This design comes from an exercise in tuning for small area and a short achievable clock period on the open sky130 flow, not from production work. Function was checked by simulation only, so behaviour that the tests miss may differ from the original. Power and IR drop assume default switching activity.

## flow/design.v (module list and top-level ports; edited modules follow where they fit)
// module pipelined_4stage: 112 lines
// module alu_id: 887 lines
// module alu_ex: 700 lines
// module add20: 206 lines
// module addpg12: 93 lines
// module pfx: 11 lines
// module pfx_g: 8 lines
// module booth_enc: 14 lines
// module cmp_bit: 9 lines
// module cmp_node: 11 lines
// module cmp_top: 8 lines
// module booth_ppi: 13 lines
// module booth_seli: 10 lines
// module fa: 10 lines
// module ha: 9 lines
// module booth_pp: 12 lines
// module booth_sel: 9 lines
// module bit_xor: 7 lines
// module rf_hold: 9 lines
// module rf_dec: 14 lines
// module rf_read: 14 lines
module pipelined_4stage(clk, rst, imem_addr, imem_data, aluout);
  // ...
==> flow/run.sh <==
#!/bin/bash
# synth_recipe.tcl (not shown) runs the flow's synth.tcl, then flattens the netlist and writes it again
# the make line also repeats each setting of config.mk as NAME=value (left out here)
make -C /OpenROAD-flow-scripts/flow DESIGN_CONFIG=/design/flow/config.mk WORK_HOME=/design/flow/orfs CLKGATE_MAP_FILE= SYNTH_SCRIPT=/design/flow/synth_recipe.tcl finish
==> flow/config.mk <==
export PLATFORM = sky130hd
export DESIGN_NAME = pipelined_4stage
export DESIGN_NICKNAME = pipelined_4stage
export VERILOG_FILES = /design/flow/design.v
export SDC_FILE = /design/flow/constraint.sdc
export NUM_CORES = 4
export LEC_CHECK = 0
export CAP_MARGIN = 20
export CORE_MARGIN = 2
export CORE_UTILIZATION = 35
export CTS_CLUSTER_DIAMETER = 90
export CTS_CLUSTER_SIZE = 20
export PLACE_DENSITY = 0.45
export SETUP_SLACK_MARGIN = 3.6
export SLEW_MARGIN = 20
export SYNTH_HIERARCHICAL = 1
==> flow/constraint.sdc <==
create_clock -name core_clock -period 8.0 [get_ports {clk}]
set_input_delay 1.6000 -clock core_clock [delete_from_list [all_inputs] [get_ports {clk}]]
set_output_delay 1.6000 -clock core_clock [all_outputs]
set_load 0.01 [all_outputs]
==> metrics list, run 1 <==
- Setup Buffers After CTS: 110
- Clock network power consumption: 5160 uW
* Multi-In Gates: 4194
- The cell area that synthesis handed to floorplanning was 67000 um^2.
- Mean number of vias per cell: 7.03
- Fill cell count: 18283
* Post-route standard cell area excluding fillers: 76900 um^2
- After the last flow step, the layout net total stands at 6687.
- The sequential cells in the finished layout cover a total of 27700 um^2.
- Detail Route met2 WL: 160 mm
- After detailed routing, no signal wire sits above met5.
- Cell area power density: 184 nW/um^2
- Multi-input combinational cell area: 37800 um^2
* Hold_sp: ex_waddr[0]
* Worst hold path endpoint: wb_waddr[0]
* Element type at the critical path end: flop
* Clock-pin slew on the worst setup and hold paths: 0.08 ns
- On the critical path, the stage with the largest delay is an instance of nor4_4.
* Max-capacitance violation count: 0
* Relative slew slack: 18.4%
* Maximum number of pins on one net before global-route repair: 44
* Vias in the first global route: 57966
- At the placement stage, the worst setup path has a slack of 1.23 ns.
- Combinational logic burns 12.1% of the power.
- Summing all placed instances gives a cell area of 70500 um^2.
* Sequential group share of total power: 51.4%
- By area, multi-input combinational cells come first.
- Logic depth of the worst register-to-register path: 14
- Counting along the longest clock path gives a buffer depth of 3.
* Setup slack of the worst register-to-register path: 3.59 ns
* Final Hold Vio Count: 0
* Signal buf overhead: 6.49%
* Maximum resistive drop on vdd: 0.000150 V
* Fin crit share: 56.0%
- The layout has 113 inverters outside the clock class.
* Number of antenna violations at the first check in global routing: 21
* Clk sink count: 1380
- The first global-routing pass estimated 509 mm of wire.
- WS Path Type: input port to flop
- Floorplan die area: 195000 um^2
* Result of the run: timing/DRC/antenna clean
- The floorplan step set the die width to 441 um.
* Synthesis Warnings: 10
- Most used routing layer in global routing: met2
* Biggest fanout along the worst timing path: 16
==> inputs of run 2 (changes only) <==
--- a/flow/config.mk
+++ b/flow/config.mk
@@ -13,3 +13,3 @@
 export PLACE_DENSITY = 0.45
-export SETUP_SLACK_MARGIN = 3.6
+export SETUP_SLACK_MARGIN = 3.3
 export SLEW_MARGIN = 20
==> metrics list, run 2 <==
- The worst path needs 4.76 ns of the cycle, external delays included.
* Number of flip-flops in the largest register: 1024
* Data arrival time at the worst-slack endpoint: 5.39 ns
- Setup-failing EPs final: 0
- Wire segments on met3 add up to 43.5 mm in the final route.
- The worst setup path is captured at a flop.
- CTS Buf Count: 88
* WS Path Type: input port to flop
- Maximum number of pins on one net before global-route repair: 49 (+11%)
- Synthesis Warnings: 10 (unchanged)
* Width of the die: 441 um (unchanged)
- Setup total negative slack on the finished layout was measured at 0 ns.
- Drt initial violations: 10011
- Result of the run: timing/DRC/antenna clean
- The core region is 190000 um^2.
- Count of standard-cell rows: 160
* Initial DRT Pass Iterations: 12
- Master cell of the clock root buffer: clkbuf_16
- Clock skew on the completed layout was measured at 0.0573 ns.
- Fin crit share: 59.4% (+3.4 points)
- Static timing analysis puts the maximum clock frequency at 210 MHz.
- In the routed design, unresolved DRC markers number 0.
- Total routed wire length on the met1 layer: 142 mm
- Final net count: 6608 (-1.2%)
* Syn Inst Count: 6193
* WL/cell: 42.8 um
* Maximum resistive drop on vdd: 0.000166 V (+11%)
- Overall Global Routing Usage: 37.2%
- ANT nets after route: 0
* CP cell instances: buf_2 -> and3b_1 -> and3_4 -> buf_6 -> a22oi_1 -> nand4_1 -> nor4_4 -> nand2_1 -> buf_12 -> ha_1 -> a222oi_1 -> inv_1 -> a221o_1 -> xor2_1
- Number of I/O pins: 76
* Detailed placement HPWL: 235 mm
* Max-capacitance violation count: 0 (unchanged)
- Total global routing overflow: 0
- Least-Margin Pin Slew: 1.25 ns
* Worst Hold Class: flop to flop
* Kind of start point of the critical path: input port
- The wire length of the first global-routing pass is 504 mm (-0.89%).
- RD Place Congestion: 0.957
- The vias per cell was 6.99 (-0.65%).
- Category of cells accounting for the largest share of critical-path delay: simple AND/OR/NAND/NOR gates
- Worst path slowest cell: nor4_4
- For this design the static power due to leakage is 0.0327 uW.
- Clock-pin slew on the worst setup and hold paths: 0.09 ns (about the same)
* Final core utilization: 39.5%
* Final number of max-transition violations: 0
* Sum of buffers and inverters on the critical path: 4
- CTS H-tree depth: 3
- Buffer levels on the longest clock path: 3 (unchanged)
* Maximum cell stage delay along the critical path: 0.72 ns
- Share of final-layout standard cells stronger than drive strength 1: 13.3%
* Vias in the first global route: 58183 (+0.37%)
* Detail Route met2 WL: 160 mm (+0.12%)
* Most common cell after layout, fill and taps aside: dfxtp_1
* Input/output buffers: 75
* Biggest fanout along the worst timing path: 17 (+1)
- Req. time, crit path: 8.64 ns
* Top flop regs: regdata x1024, ex_r x290, wb_lo x20
* Number of antenna violations at the first check in global routing: 20 (-4.8%)
- Average cell area after synthesis: 10.8 um^2
- TritonCTS clock tree: built
- Clk sink count: 1380 (unchanged)
* Setup repair after global routing missed its margin: false
- Leaving out fill and tap cells, the most frequent cells in the layout are 1374 x dfxtp_1, 1234 x a22o_1, 956 x a22oi_1, 347 x buf_4, 334 x xor2_1.
- Relative slew slack: 16.9% (-1.6 points)
* Final Hold Vio Count: 0 (unchanged)
- Relative to the synthesized area, the layout overhead comes to 12.1%.
- The power per cell area is 186 nW/um^2 (+1.2%).
* Clock latency (worst-skew pair): 0.80 ns
- The combined area of all synthesized cells came to 67000 um^2 (unchanged).
- Routed signal wires occupy layers up through met5.
- The routed layout has 61507 vias.
* DIE HEIGHT: 441 um
* Starting density of the core: 35.2%
* Floorplan die area: 195000 um^2 (unchanged)
- The final layout contains routed wiring with a total length of 377 mm.
- Top reg by flops: regdata
-- run 2: cell type report --
class / instances / area (um^2)
Fill cell: 18435 / 115000
Multi-Input combinational cell: 4183 / 36900
Sequential cell: 1380 / 27600
Timing Repair Buffer: 469 / 4140
Tap cell: 2511 / 3140
Clock buffer: 103 / 2390
Inverter: 113 / 439
Clock inverter: 31 / 363
Antenna cell: 14 / 35.0
-- run 2: final timing paths --
check	start	to	slack, ns	cells after the start
setup / recovery	imem_data[23]	ex_r[92]	3.24	14
hold / removal	ex_waddr[1]	wb_waddr[1]	0.45	1
setup reg to reg	wb_waddr[0]	ex_r[92]	3.39	15
hold reg to reg	ex_waddr[1]	wb_waddr[1]	0.45	1
-- run 2: timing repair --
item | in CTS | in global routing
pin swaps | 27 | 21
endpoints found under the setup margin | 283 | 235
buffers inserted | 60 | 27
cloned | 0 | 3
gates resized for setup | 144 | 80
endpoints found under the hold margin | 0 | 0
hold buffers | 0 | 0
-- run 2: stage by stage --
step / area (um^2) / setup slack (ns) / instances / hold slack, ns / total power (uW)
2_1_floorplan: 67100 / 3.32 / 6211 / 0.406 / 8080
3_3_place_gp: 70700 / 1.30 / 8565 / 0.414 / 8950
3_5_place_dp: 70700 / 1.27 / 8566 / 0.413 / 8950
4_1_cts: 74600 / 3.30 / 8760 / 0.446 / 13900
5_1_grt: 75000 / 3.31 / 8791 / 0.473 / 14300
6_report: 75100 / 3.24 / 8804 / 0.447 / 14000
-- run 2: metal layers --
layer | up-vias | track usage, %
li1 | 24372 | -
met4 | 22 | 23.6
met3 | 1430 | 11.8
met5 | - | 0.831
met2 | 4578 | 56.0
met1 | 31105 | 45.7
-- run 2: power by group --
group / switching, uW / internal (uW)
registers: 204 / 7070
clock network: 2770 / 2300
logic: 1200 / 447
==> module pipelined_4stage, before the edit <==
module pipelined_4stage(clk, rst, imem_addr, imem_data, aluout);
input clk;
input rst;
output [9:0] imem_addr;			 
input [32-1:0] imem_data;	 
output [32-1:0] aluout;
reg [9:0] pc;
always @(posedge clk)
  if (rst) pc <= 10'd0;
  else pc <= pc + 10'd1;
assign imem_addr = pc;
reg [31:0] regdata [0:31];    
reg [290-1:0] ex_r;          
reg [4:0] ex_waddr;
reg ex_valid;                 
reg ex_com;                   
reg [20-1:0] wb_lo;         
reg wb_c;                     
reg [12-1:0] wb_ph, wb_gh;  
wire [12-1:0] hi_out, hi_int;
addpg12 ADDOUT (.p(wb_ph), .g(wb_gh), .ci(wb_c), .s(hi_out));
addpg12 ADDINT (.p(wb_ph), .g(wb_gh), .ci(wb_c), .s(hi_int));
wire [31:0] wb_aluout = {hi_int, wb_lo};
reg [4:0] wb_waddr;
wire [31:0] wsel = 32'd1 << wb_waddr;
wire [31:0] wload = wsel | {32{rst}};
wire [31:0] wd0 = rst ? 32'd0 : wb_aluout;
wire [31:0] wd3 = rst ? 32'd2 : wb_aluout;
wire [31:0] wd8 = rst ? 32'd5 : wb_aluout;
genvar g, h;
generate
  for (g = 0; g < 32; g = g + 1) begin : RF
    wire [31:0] d = g == 8 ? wd8 : g == 3 ? wd3 : wd0;
    wire [31:0] next;
    for (h = 0; h < 32; h = h + 1) begin : B
      rf_hold H (.load(wload[g]), .hold(~wload[g]), .d(d[h]), .q(regdata[g][h]),
                 .next(next[h]));
    end
    always @(posedge clk)
      regdata[g] <= next;
  end
endgenerate
wire [5:0] opcode = imem_data[31:26];
wire [4:0] rs = imem_data[25:21];
wire [4:0] rt = imem_data[20:16];
wire [2:0] aluop = opcode[2:0];
wire alusrc = opcode == 6'b000110;
wire [4:0] waddr_id = alusrc ? rt : imem_data[15:11];
wire [31:0] sel1, sel2;
rf_dec DEC1 (.addr(rs), .keep(~wsel), .sel(sel1));
rf_dec DEC2 (.addr(rt), .keep(~wsel), .sel(sel2));
wire fwd1 = rs == wb_waddr;
wire fwd2 = rt == wb_waddr;
wire [1023:0] rflat;
generate
  for (g = 0; g < 32; g = g + 1) begin : RFLAT
    assign rflat[32*g +: 32] = regdata[g];
  end
endgenerate
wire [31:0] opa, opb;
rf_read RD1 (.sel({fwd1, sel1}), .d({wb_aluout, rflat}), .q(opa));
rf_read RD2 (.sel({fwd2, sel2}), .d({wb_aluout, rflat}), .q(opb));
wire [290-1:0] r_id;
alu_id ALUID (
  .a(opa), .b(opb), .imm(imem_data[15:0]), .alusrc(alusrc),
  .op_add(aluop == 3'd0 || aluop == 3'd6),
  .op_sub(aluop == 3'd1),
  .op_and(aluop == 3'd2),
  .op_xor(aluop == 3'd3),
  .op_com(aluop == 3'd4),
  .op_mul(aluop == 3'd5),
  .r(r_id)
);
always @(posedge clk) begin
  ex_r <= r_id;
  if (rst) begin
    ex_waddr <= 5'd0;
    ex_valid <= 1'b0;
    ex_com <= 1'b0;
  end else begin
    ex_waddr <= waddr_id;
    ex_valid <= 1'b1;
    ex_com <= aluop == 3'd4;
  end
end
wire [20-1:0] ex_lo;
wire ex_c;
wire [12-1:0] ex_ph, ex_gh;
wire ex_le;
alu_ex ALUEX (.r(ex_r), .lo(ex_lo), .clo(ex_c), .ph(ex_ph), .gh(ex_gh), .le(ex_le));
always @(posedge clk)
  if (rst || !ex_valid) begin
    wb_lo <= 0;
    wb_c <= 1'b0;
    wb_ph <= 0;
    wb_gh <= 0;
    wb_waddr <= 5'd0;
  end else if (ex_com) begin
    wb_lo <= {{(20-1){1'b0}}, ex_le};
    wb_c <= 1'b0;
    wb_ph <= 0;
    wb_gh <= 0;
    wb_waddr <= ex_waddr;
  end else begin
    wb_lo <= ex_lo;
    wb_c <= ex_c;
    wb_ph <= ex_ph;
    wb_gh <= ex_gh;
    wb_waddr <= ex_waddr;
  end
assign aluout = {hi_out, wb_lo};
endmodule
==> module rf_dec, before the edit <==
module rf_dec (
  input  [4:0]  addr,
  input  [31:0] keep,
  output [31:0] sel
);
  wire [3:0] lo = 4'd1 << addr[1:0];
  wire [7:0] hi = 8'd1 << addr[4:2];
  genvar i;
  generate
    for (i = 0; i < 32; i = i + 1) begin : S
      assign sel[i] = lo[i % 4] & hi[i / 4] & keep[i];
    end
  endgenerate
endmodule
==> inputs of run 3 (changes only) <==
--- a/flow/design.v
+++ b/flow/design.v
@@ -51,16 +51,19 @@
 wire [4:0] waddr_id = alusrc ? rt : imem_data[15:11];
-wire [31:0] sel1, sel2;
-rf_dec DEC1 (.addr(rs), .keep(~wsel), .sel(sel1));
-rf_dec DEC2 (.addr(rt), .keep(~wsel), .sel(sel2));
-wire fwd1 = rs == wb_waddr;
-wire fwd2 = rt == wb_waddr;
-wire [1023:0] rflat;
+wire [31:0] opa, opb;
+genvar hf;
 generate
-  for (g = 0; g < 32; g = g + 1) begin : RFLAT
-    assign rflat[32*g +: 32] = regdata[g];
+  for (hf = 0; hf < 2; hf = hf + 1) begin : RD
+    wire [31:0] sel1, sel2;
+    wire fwd1, fwd2;
+    rf_dec DEC1 (.addr(rs), .keep(~wsel), .waddr(wb_waddr), .sel(sel1), .fwd(fwd1));
+    rf_dec DEC2 (.addr(rt), .keep(~wsel), .waddr(wb_waddr), .sel(sel2), .fwd(fwd2));
+    wire [527:0] d;
+    assign d[16*32 +: 16] = wb_aluout[16*hf +: 16];
+    for (g = 0; g < 32; g = g + 1) begin : D
+      assign d[16*g +: 16] = regdata[g][16*hf +: 16];
+    end
+    rf_read16 RD1 (.sel({fwd1, sel1}), .d(d), .q(opa[16*hf +: 16]));
+    rf_read16 RD2 (.sel({fwd2, sel2}), .d(d), .q(opb[16*hf +: 16]));
   end
 endgenerate
-wire [31:0] opa, opb;
-rf_read RD1 (.sel({fwd1, sel1}), .d({wb_aluout, rflat}), .q(opa));
-rf_read RD2 (.sel({fwd2, sel2}), .d({wb_aluout, rflat}), .q(opb));
 wire [290-1:0] r_id;
@@ -2146,4 +2149,7 @@
   input  [31:0] keep,
-  output [31:0] sel
+  input  [4:0]  waddr,
+  output [31:0] sel,
+  output        fwd
 );
+  assign fwd = addr == waddr;
   wire [3:0] lo = 4'd1 << addr[1:0];
@@ -2157,13 +2163,13 @@
 endmodule
-module rf_read (
-  input  [32:0]   sel,
-  input  [1055:0] d,
-  output [31:0]   q
+module rf_read16 (
+  input  [32:0]  sel,
+  input  [527:0] d,
+  output [15:0]  q
 );
-  reg [31:0] r;
+  reg [15:0] r;
   integer i;
   always @(*) begin
-    r = 32'b0;
+    r = 16'b0;
     for (i = 0; i < 33; i = i + 1)
-      r = r | ({32{sel[i]}} & d[32*i +: 32]);
+      r = r | ({16{sel[i]}} & d[16*i +: 16]);
   end
--- a/flow/config.mk
+++ b/flow/config.mk
@@ -13,3 +13,3 @@
 export PLACE_DENSITY = 0.45
-export SETUP_SLACK_MARGIN = 3.3
+export SETUP_SLACK_MARGIN = 3.6
 export SLEW_MARGIN = 20
==> metrics list, run 3 <==
* Drt initial violations: 8946 (-11%)
- Area of the core: 197000 um^2 (+3.7%)
- Most common cell after layout, fill and taps aside: dfxtp_1
- The die outline area was 202000 um^2 (+3.6%).
- The clock power share was 36.4% (+0.2 points).
- The clock network latency to the later pin of the worst-skew pair came to 0.78 ns (-0.02 ns).
- Worst Hold Class: flop to flop
- Setup repair after global routing could not meet its margin everywhere.
* Sequential group share of total power: 52.0% (about the same)
- The number of antenna violations at the first check in global routing is 15 (-25%).
- Count of standard-cell rows: 163 (+1.9%)
* Cell area power density: 180 nW/um^2 (-3.4%)
- Shortest period the worst path allows: 4.53 ns (-0.230 ns)
* Top reg by flops: regdata
- Final worst hold slack: 0.440 ns (-0.00676 ns)
- The relative slew slack is 17.5% (+0.63 points).
* Data arrival time at the worst-slack endpoint: 5.16 ns (-0.23 ns)
- Number of flip-flops in the largest register: 1024 (unchanged)
* Post-CTS Hold Fix Bufs: 0 (unchanged)
- Max-capacitance violation count: 0 (unchanged)
- Global-route wire length before repair: 487 mm (-3.4%)
* Maximum number of pins on one net before global-route repair: 35 (-29%)
- The initial core utilization is 35.2% (about the same).
* Overall Global Routing Usage: 34.0% (-3.1 points)
- Switching power total: 4140 uW (-0.91%)
- The final-report max-slew violation count was 0 (unchanged).
* Cell area after synthesis: 69400 um^2 (+3.6%)
- Max Clk Rate: 221 MHz (+5.1%)
* Req. time, crit path: 8.63 ns (about the same)
- The number of cells on the worst reg-to-reg path came to 14 (-1).
* Biggest fanout along the worst timing path: 5 (-12)
- In this run the critical register-to-register path is launched from wb_waddr[4].
- The global-route congestion overflow total was 0 (unchanged).
- The detailed-route via count is 61006 (-0.81%).
- Startpoint of the most critical setup path: imem_data[25]
- Result of the run: timing/DRC/antenna clean
- The worst register-to-register path ends at ex_r[11].
* Part of the total power dissipated in combinational logic: 11.7% (about the same)
- Top flop regs: regdata x1024, ex_r x290, wb_lo x20
- The count of input and output buffers is 75 (unchanged).
- The synthesis-to-layout area growth was 12.2% (about the same).
- The leakage dissipation came to 0.0338 uW (+3.3%).
* Final-layout setup total negative slack: 0 ns (unchanged)
- The internal power came to 9880 uW (+0.58%).
- The clock transition at the registers of the reported paths came to 0.08 ns (about the same).
* Commonest cells after routing, fill and taps aside: 1369 x dfxtp_1, 1234 x a22o_1, 896 x a22oi_1, 361 x buf_4, 337 x xor2_1
- Width of the die: 449 um (+1.8%)
- The total wirelength of the detailed-routed design is 363 mm (-3.5%).
* WS Path Type: input port to flop
- The first-pass iteration count of the detailed router is 14 (+2).
* Fin crit share: 56.6% (-2.9 points)
- CTS Buf Count: 89 (+1.1%)
- Clk sink count: 1380 (unchanged)
- The y dimension of the die is 449 um (+1.8%).
- The layout net count came to 6761 (+2.3%).
- The final routed wire length divided by cell count is 40.0 um (-6.5%).
- Master cell of the clock root buffer: clkbuf_16
* Synthesis Warnings: 10 (unchanged)
- TritonCTS built the clock tree.
- Setup slack of the worst register-to-register path: 3.51 ns (+0.12 ns)
* Vias in the first global route: 57466 (-1.2%)
* Final Hold Vio Count: 0 (unchanged)
- The number of I/O pins is 76 (unchanged).
* Worst setup path endpoint: ex_r[11]
* Setup-failing EPs final: 0 (unchanged)
* Element type at the critical path end: flop
- The placer congestion estimate came to 0.998 (+4.3%).
* Fill cell count: 19144 (+3.8%)
- Switching share of power: 29.5% (-0.31 points)
- The synthesized area per cell was 10.9 um^2 (+0.48%).
- The maximum VDD drop was 0.000167 V (+0.49%).
- Fin Clk Skew: 0.0509 ns (-0.00640 ns)
* Buffer levels on the longest clock path: 3 (unchanged)
* Mean number of vias per cell: 6.72 (-3.9%)
- The final routed DRC violation total is 0 (unchanged).
* CTS H-tree depth: 3 (unchanged)
- Detailed placement HPWL: 234 mm (-0.46%)
- Least-Margin Pin Slew: 1.24 ns (-0.0113 ns)
* Syn Inst Count: 6388 (+3.1%)
- The share of cells above drive strength 1 was 16.6% (+3.3 points).
* ANT nets after route: 0 (unchanged)
* Kind of start point of the critical path: input port
-- run 3: cell type report --
type	instances	area, um^2	area share [%]
multi-input combinational	4286	38700	49.8
sequential	1380	27700	35.5
timing repair buffer	517	4880	6.27
tap	2640	3300	4.24
clock buffer	100	2330	2.99
clock inverter	35	457	0.587
inverter	114	442	0.567
antenna	13	32.5	0.0418
-- run 3: power groups by stage --
stage,Combinational [uW],Sequential [uW],Clock [uW]
floorplan,799,7360,0
global placement,1480,7440,0
detailed placement,1490,7430,0
CTS,1520,7280,5120
global route,1670,7310,5360
finish,1640,7280,5090
-- run 3: metal layers --
metal | track usage [%] | part of all wire, %
met1 | 44.8 | 40
met5 | 0 | 0.054
met2 | 51.4 | 43
met3 | 9.83 | 11
met4 | 15.4 | 5.3
-- run 3: worst min path at each step --
stage	from	to	slack [ns]	cells past startpoint
2_1_floorplan	ex_waddr[0]	wb_waddr[0]	0.41	1
3_3_place_gp	ex_waddr[0]	wb_waddr[0]	0.41	1
3_5_place_dp	ex_waddr[0]	wb_waddr[0]	0.42	1
4_1_cts	ex_waddr[3]	wb_waddr[3]	0.44	1
5_1_grt	ex_waddr[0]	wb_waddr[0]	0.47	1
6_report	ex_waddr[3]	wb_waddr[3]	0.44	1
-- run 3: per-stage QoR --
step / instances / power [uW] / setup slack (ns) / area [um^2] / utilization (%)
floorplan: 6406 / 8160 / 3.52 / 70200 / -
global placement: 8814 / 8910 / 0.355 / 72000 / 36.5
detailed placement: 8819 / 8920 / 0.975 / 72100 / 36.5
CTS: 8974 / 13900 / 3.60 / 75800 / 38.4
global route: 9082 / 14300 / 3.55 / 77800 / 39.5
finish: 9085 / 14000 / 3.47 / 77800 / 39.5
-- run 3: worst max-delay path, stage by stage --
cell and delay [ns]:
clkbuf_16 0.14, and3b_2 0.24, and3_4 0.23, buf_4 0.16, a22oi_1 0.19, nand4_1 0.42, nor4_2 0.99, nand2_4 0.16
ha_4 0.20, a222oi_1 0.30, inv_1 0.07, a221o_1 0.27, xor2_1 0.16
-- run 3: timing repair --
item | CTS | global route
gates resized for setup | 281 | 269
buffers inserted | 16 | 85
pin swaps | 42 | 104
setup endpoints to repair | 292 | 265
cloned | 4 | 13
==> inputs of run 4 (changes only) <==
--- a/flow/config.mk
+++ b/flow/config.mk
@@ -13,3 +13,3 @@
 export PLACE_DENSITY = 0.45
-export SETUP_SLACK_MARGIN = 3.6
+export SETUP_SLACK_MARGIN = 3.8
 export SLEW_MARGIN = 20
==> metrics list, run 4 <==
- The HPWL after detailed placement came to 233 mm (-0.76%).
- Fin crit share: 56.0% (-0.57 points)
- Vias in the first global route: 58018 (+0.96%)
* Data arrival time at the worst-slack endpoint: 5.13 ns (-0.03 ns)
* Floorplan die area: 202000 um^2 (unchanged)
- Clk network pwr share: 36.6% (+0.2 points)
* Int Pwr: 10100 uW (+1.8%)
* Switching share of power: 29.4% (-0.13 points)
- The y dimension of the die was 449 um (unchanged).
- Buffer levels on the longest clock path: 3 (unchanged)
- The setup TNS is 0 ns (unchanged).
- Number of flip-flops in the largest register: 1024 (unchanged)
* CTS H-tree depth: 3 (unchanged)
* Maximum number of pins on one net before global-route repair: 44 (+26%)
* Clk sink count: 1380 (unchanged)
- The first-pass iteration count of the detailed router came to 9 (-5).
- Relative slew slack: 19.8% (+2.3 points)
- The number of endpoints with negative hold slack in the final report is 0 (unchanged).
- The placer congestion estimate is 0.995 (-0.27%).
- Cell area after synthesis: 69400 um^2 (unchanged)
- The share of cells above drive strength 1 is 22.5% (+5.9 points).
- The clock transition at the registers of the reported paths was 0.09 ns (about the same).
- Sequential group share of total power: 51.2% (-0.8 points)
- TritonCTS built the clock tree.
* Number of I/O pins: 76 (unchanged)
- Max-capacitance violation count: 0 (unchanged)
* Kind of start point of the critical path: input port
* Count of standard-cell rows: 163 (unchanged)
- The number of antenna violations at the first check in global routing is 15 (unchanged).
- Post-route standard cell area excluding fillers: 81700 um^2 (+5.0%)
* Synthesis Warnings: 10 (unchanged)
- Final worst hold slack: 0.447 ns (+0.00670 ns)
- Post-detailed-placement cell area: 72500 um^2 (+0.62%)
* Total global routing overflow: 0 (unchanged)
- By startpoint and endpoint, the worst setup path is classified as input port to flop.
- STA classifies the critical path endpoint as a flop.
- The vias per cell came to 6.70 (-0.28%).
* Area of the core: 197000 um^2 (unchanged)
* CTS Buf Count: 89 (unchanged)
- Final net count: 7005 (+3.6%)
* Drt initial violations: 9324 (+4.2%)
* Result of the run: timing/DRC/antenna clean
- The final-report max-slew violation count came to 0 (unchanged).
- Max Clk Rate: 223 MHz (+1.0%)
- Req. time, crit path: 8.65 ns (+0.02 ns)
- The cell count of the worst hold path is 1 (unchanged).
* Cell area power density: 174 nW/um^2 (-3.3%)
- The tightest min-delay check is of the flop to flop type.
- The maximum VDD drop is 0.000177 V (+6.0%).
- The startpoint identified for the worst hold timing path is ex_waddr[3].
* Average cell area after synthesis: 10.9 um^2 (unchanged)
- The startpoint identified for the worst register-to-register timing path is wb_waddr[2].
* Width of the die: 449 um (unchanged)
- Least-Margin Pin Slew: 1.20 ns (-0.0323 ns)
- Fin Clk Skew: 0.0532 ns (+0.00228 ns)
* Worst slack at placement: 1.20 ns (+0.224 ns)
* Global-route wire length before repair: 495 mm (+1.6%)
- Master cell of the clock root buffer: clkbuf_16
- The initial core utilization was 35.2% (unchanged).
- In the final layout, the registers with the most flip-flops are regdata x1024, ex_r x290, wb_lo x20.
* Overall Global Routing Usage: 34.6% (+0.55 points)
- ANT nets after route: 0 (unchanged)
- The endpoint identified for the worst register-to-register timing path is ex_r[41].
* Detailed-route via count: 62420 (+2.3%)
* WL/cell: 39.7 um (-0.71%)
* Worst hold path endpoint: wb_waddr[3]
- DRC violation count after routing: 0 (unchanged)
* Syn Inst Count: 6388 (unchanged)
- Biggest fanout along the worst timing path: 5 (unchanged)
- Setup-failing EPs final: 0 (unchanged)
- Clock latency (worst-skew pair): 0.77 ns (about the same)
* Slack of the critical path: 3.52 ns (+0.0457 ns)
- Standby leakage power: 0.0353 uW (+4.4%)
* Logic depth of the worst register-to-register path: 16 (+2)
- The area growth from synthesis to layout is 17.8%.
- Setup repair after global routing missed its margin: true
* Top reg by flops: regdata
* Most common cell after layout, fill and taps aside: dfxtp_1
* Total wire length after detailed routing: 370 mm (+1.9%)
- Shortest period the worst path allows: 4.48 ns (-0.0457 ns)
* Setup slack of the worst register-to-register path: 3.63 ns (+0.12 ns)
- Switching power total: 4180 uW (+1.1%)
- Part of the total power dissipated in combinational logic: 12.2% (+0.5 points)
* Input/output buffers: 75 (unchanged)
- Commonest cells after routing, fill and taps aside: 1359 x dfxtp_1, 1234 x a22o_1, 796 x a22oi_1, 502 x buf_4, 326 x xor2_1
## run 4: worst max-delay path: stages
cell      delay (ns)
buf_16          0.10
buf_12          0.12
and3b_2         0.23
and3_4          0.19
buf_4           0.15
a22oi_2         0.18
nand4_1         0.49
nor4_4          0.83
nand2_4         0.15
ha_4            0.24
a222oi_1        0.31
inv_1           0.07
a221o_1         0.28
xor2_1          0.16
## run 4: metal layers
layer | part of all wire [%] | routed length (um) | vias up | track usage (%)
li1 | - | - | 25349 | -
met3 | 12 | 42900 | 1026 | 10.2
met4 | 6.0 | 22400 | 14 | 17.6
met2 | 42 | 157000 | 4351 | 51.4
met1 | 40 | 148000 | 31680 | 45.3
met5 | 0.021 | 79 | - | 0
## run 4: how the worst max path moves through the flow
stage,startpoint,endpoint,slack (ns)
finish,imem_data[25],ex_r[83],3.52
global route,imem_data[25],ex_r[83],3.48
CTS,ex_r[103],wb_c,3.64
detailed placement,imem_data[18],ex_r[261],1.20
global placement,imem_data[17],ex_r[204],0.98
floorplan,rst,regdata[24][0],3.53
## run 4: through the flow
step / instances / power, uW / utilization [%]
2_1_floorplan: 6406 / 8170 / -
4_1_cts: 9103 / 14100 / 39.8
5_1_grt: 9320 / 14500 / 41.4
3_3_place_gp: 8823 / 8920 / 36.8
6_report: 9322 / 14200 / 41.4
3_5_place_dp: 8824 / 8930 / 36.8
## run 4: layout make-up
| type | count | area (um^2) |
|---|---|---|
| fillers | 18862 | 115000 |
| multi-input cells | 4300 | 40000 |
| flip-flops and latches | 1380 | 27700 |
| repair buffers | 746 | 7400 |
| well taps | 2640 | 3300 |
| clock buffers | 101 | 2400 |
| inverters | 114 | 455 |
| clock inverters | 32 | 452 |
| diodes | 8 | 20.0 |
| repair inverters | 1 | 7.51 |
## run 4: power by group through the flow
stage / sequential (uW) / clock, uW / combinational, uW
after floorplan: 7360 / 0 / 810
after CTS: 7280 / 5220 / 1600
after global placement: 7430 / 0 / 1490
after detailed placement: 7430 / 0 / 1490
after global routing: 7310 / 5450 / 1770
final: 7280 / 5210 / 1740
## run 4: repair_timing
action	CTS	global route
hold buffers	0	0
cloned	23	25
setup endpoints to repair	300	280
resized for setup	519	287
pin swaps	131	274
buffers inserted	123	185

## separate check: timing with driven ports
How much do the figures lean on ideal ports? The routed layouts below were timed once more, with nothing changed but the port constraints.
Step 1 sets driving cells, clkbuf_16 on the clock port and buf_2 on the other inputs (assumed; they add their load-dependent delay and slew).
Step 2 times the ports against the registers' clock, not the clock port: input delays grow and output delays shrink by t, the midpoint of the rising clock arrivals with the driver on.
Slacks: ideal ports / drivers / drivers and shift; pairs: ideal ports / drivers.
run | shift t [ns] | setup WS [ns] | worst setup path after step 2 | worst slew at a driven data input, ns | cell pins on the clock port's net
run 1 | 0.845 | 3.517 / 3.459 / 2.615 | input to register | 0.21 | 1
run 2 | 0.856 | 3.244 / 3.314 / 2.458 | input to register | 0.14 | 1
run 3 | 0.840 | 3.474 / 3.321 / 2.481 | input to register | 0.35 | 1
run 4 | 0.828 | 3.520 / 3.364 / 2.536 | input to register | 0.30 | 1
After both steps every run listed still meets setup and hold. The setup slack of run 3, which loses most, moves by -0.153 ns with the drivers and by -0.993 ns with both steps.
